Background: an optimization exercise with open tools, aiming at small area. Do not read the settings as production practice. In this exercise RTL edits were held to simulation tests only and were not proved equivalent to the original. The clock port is modelled as an ideal driver, which makes a skipped or thinned clock tree look cheaper than it is; a real chip needs a root buffer or a tree. No activity file was given, so power comes from the tool's default toggle rates.

rev 12:
## updowncounter
module updowncounter(A0, A1, ncs, nwr, nrd, clk, rst, start, din, dout, dout_oe, err, cout, dir, ec);
	input ncs, nwr, nrd, A0, A1, clk, rst, start;
	input [7:0] din;
	output [7:0] dout;
	output dout_oe;
	output reg [7:0] cout;
	output reg dir;
	output err;
	output reg ec;
	reg [7:0] plr, ulr, llr, ccr, inc_cc;
	reg out1, start_pos_hold;
	function [8:0] inc9;             
		input [7:0] a;
		integer i;
		reg c;
		begin
			c = 1'b1;
			for (i = 0; i < 8; i = i + 1) begin
				inc9[i] = a[i] ^ c;
				c = c & a[i];
			end
			inc9[8] = c;
		end
	endfunction
	function [8:0] dec9;             
		input [7:0] a;
		integer i;
		reg b;
		begin
			b = 1'b1;
			for (i = 0; i < 8; i = i + 1) begin
				dec9[i] = a[i] ^ b;
				b = b & ~a[i];
			end
			dec9[8] = b;
		end
	endfunction
	function lt8;                    
		input [7:0] a, b;
		integer i;
		reg l;
		begin
			l = 1'b0;
			for (i = 0; i < 8; i = i + 1)
				l = (~a[i] & b[i]) | (~(a[i] ^ b[i]) & l);
			lt8 = l;
		end
	endfunction
	wire wr = ~ncs & ~nwr & nrd;
	wire [7:0] dz = din & {8{~rst}};
	wire [7:0] d1 = din | {8{rst}};
	always @(posedge clk) begin
		if (rst | (wr & ~A1 & ~A0)) plr <= dz;
		if (rst | (wr & ~A1 &  A0)) ulr <= d1;
		if (rst | (wr &  A1 & ~A0)) llr <= dz;
		if (rst | (wr &  A1 &  A0)) ccr <= dz;
	end
	assign dout_oe = ~ncs & nwr & ~nrd;
	assign dout = A0 ? (A1 ? ccr : llr) : (A1 ? ulr : plr);
  ...
==> flow/config.mk <==
export PLATFORM = sky130hd
export DESIGN_NAME = updowncounter
export DESIGN_NICKNAME = updowncounter
export VERILOG_FILES = /design/flow/design.v
export SDC_FILE = /design/flow/constraint.sdc
export NUM_CORES = 4
export LEC_CHECK = 0
export CAP_MARGIN = 0
export CORE_MARGIN = 2
export CORE_UTILIZATION = 75
export GPL_TIMING_DRIVEN = 0
export PLACE_DENSITY = 0.9
export SLEW_MARGIN = 0
export BUFFER_PORTS_ARGS = -buffer_cell sky130_fd_sc_hd__buf_1
export PRE_CTS_TCL = /design/flow/flow/mycts.tcl
==> flow/constraint.sdc <==
create_clock -name core_clock -period 5.0 [get_ports {clk}]
set_input_delay 1.0000 -clock core_clock [delete_from_list [all_inputs] [get_ports {clk}]]
set_output_delay 1.0000 -clock core_clock [all_outputs]
set_load 0.01 [all_outputs]
standard.sh (not shown) runs the stock make flow with config.mk's settings and CLKGATE_MAP_FILE= SYNTH_SCRIPT=/design/flow/synth_recipe.tcl, a recipe that flattens the netlist after the stock synthesis.
==> flow/flow/run.sh <==
#!/bin/bash
set -euo pipefail
H=$PWD
R=orfs/results/sky130hd/updowncounter/base
# the standard synthesis, for the register names only
sed -e "s#WORK_HOME=[^ ]*#WORK_HOME=$H/std#" standard.sh > std_synth.sh
bash std_synth.sh synth > std_synth.log 2>&1
sed -e "s#SYNTH_SCRIPT=[^ ]*#SYNTH_SCRIPT=$H/flow/my_synth.tcl ADDER_MAP_FILE=#" standard.sh > my_standard.sh
echo "export BUFFER_PORTS_ARGS = -buffer_cell sky130_fd_sc_hd__buf_1" >> config.mk
echo "export PRE_CTS_TCL = $H/flow/mycts.tcl" >> config.mk
if [[ -f flow/extra.mk ]]; then cat flow/extra.mk >> config.mk; fi
export MYABC=$H/flow/area.abc
bash my_standard.sh $H/$R/1_2_yosys.v > make_synth.log 2>&1
python3 flow/rename_regs.py std/results/sky130hd/updowncounter/base/1_2_yosys.v $R/1_2_yosys.v > rename.log 2>&1
bash my_standard.sh > make.log 2>&1
Other scripts of this flow, unchanged in this note and not shown: flow/flow/area.abc, flow/flow/my_synth.tcl, flow/flow/mycts.tcl, flow/flow/rename_regs.py
Rev 12 completed end to end with timing, DRC and antenna clean.
Edits applied to the flow inputs when going from rev 12 to rev 13:
- CORE_UTILIZATION now 60, was 75
- PLACE_DENSITY no longer set, was 0.9
Notes after the runs:
Rev 13 vs. rev 12: via count -223, total wirelength of the detailed-routed design -about 7%, total power -0.0000062 W.
In every run of this note, the design's own scripts or RTL, not TritonCTS, make the clock network.

-- port drivers added, routing unchanged --
The flow's constraints put no driver on any port. The routed layouts listed below were extracted and timed again, unchanged, in two steps. Step 1, drivers: a clkbuf_16 drives clk and a buf_2 each remaining input, both assumed. Step 2 also shifts input and output timing later by t, the mid clock arrival at the registers, as if the neighbouring blocks saw the same clock. Slacks: ideal / step 1 / step 2; pairs: ideal / step 1.
run | t (ns) | setup WS [ns] | worst setup path at the end | clock arrival spread, ns | cell pins on the clock port's net
rev 12 | 0.207 | 0.460 / 0.460 / 0.460 | register to register | 0.004 / 0.004 | 2
rev 13 | 0.206 | 0.584 / 0.584 / 0.584 | register to register | 0.007 / 0.006 | 2
After both steps setup and hold are still met in every run listed.
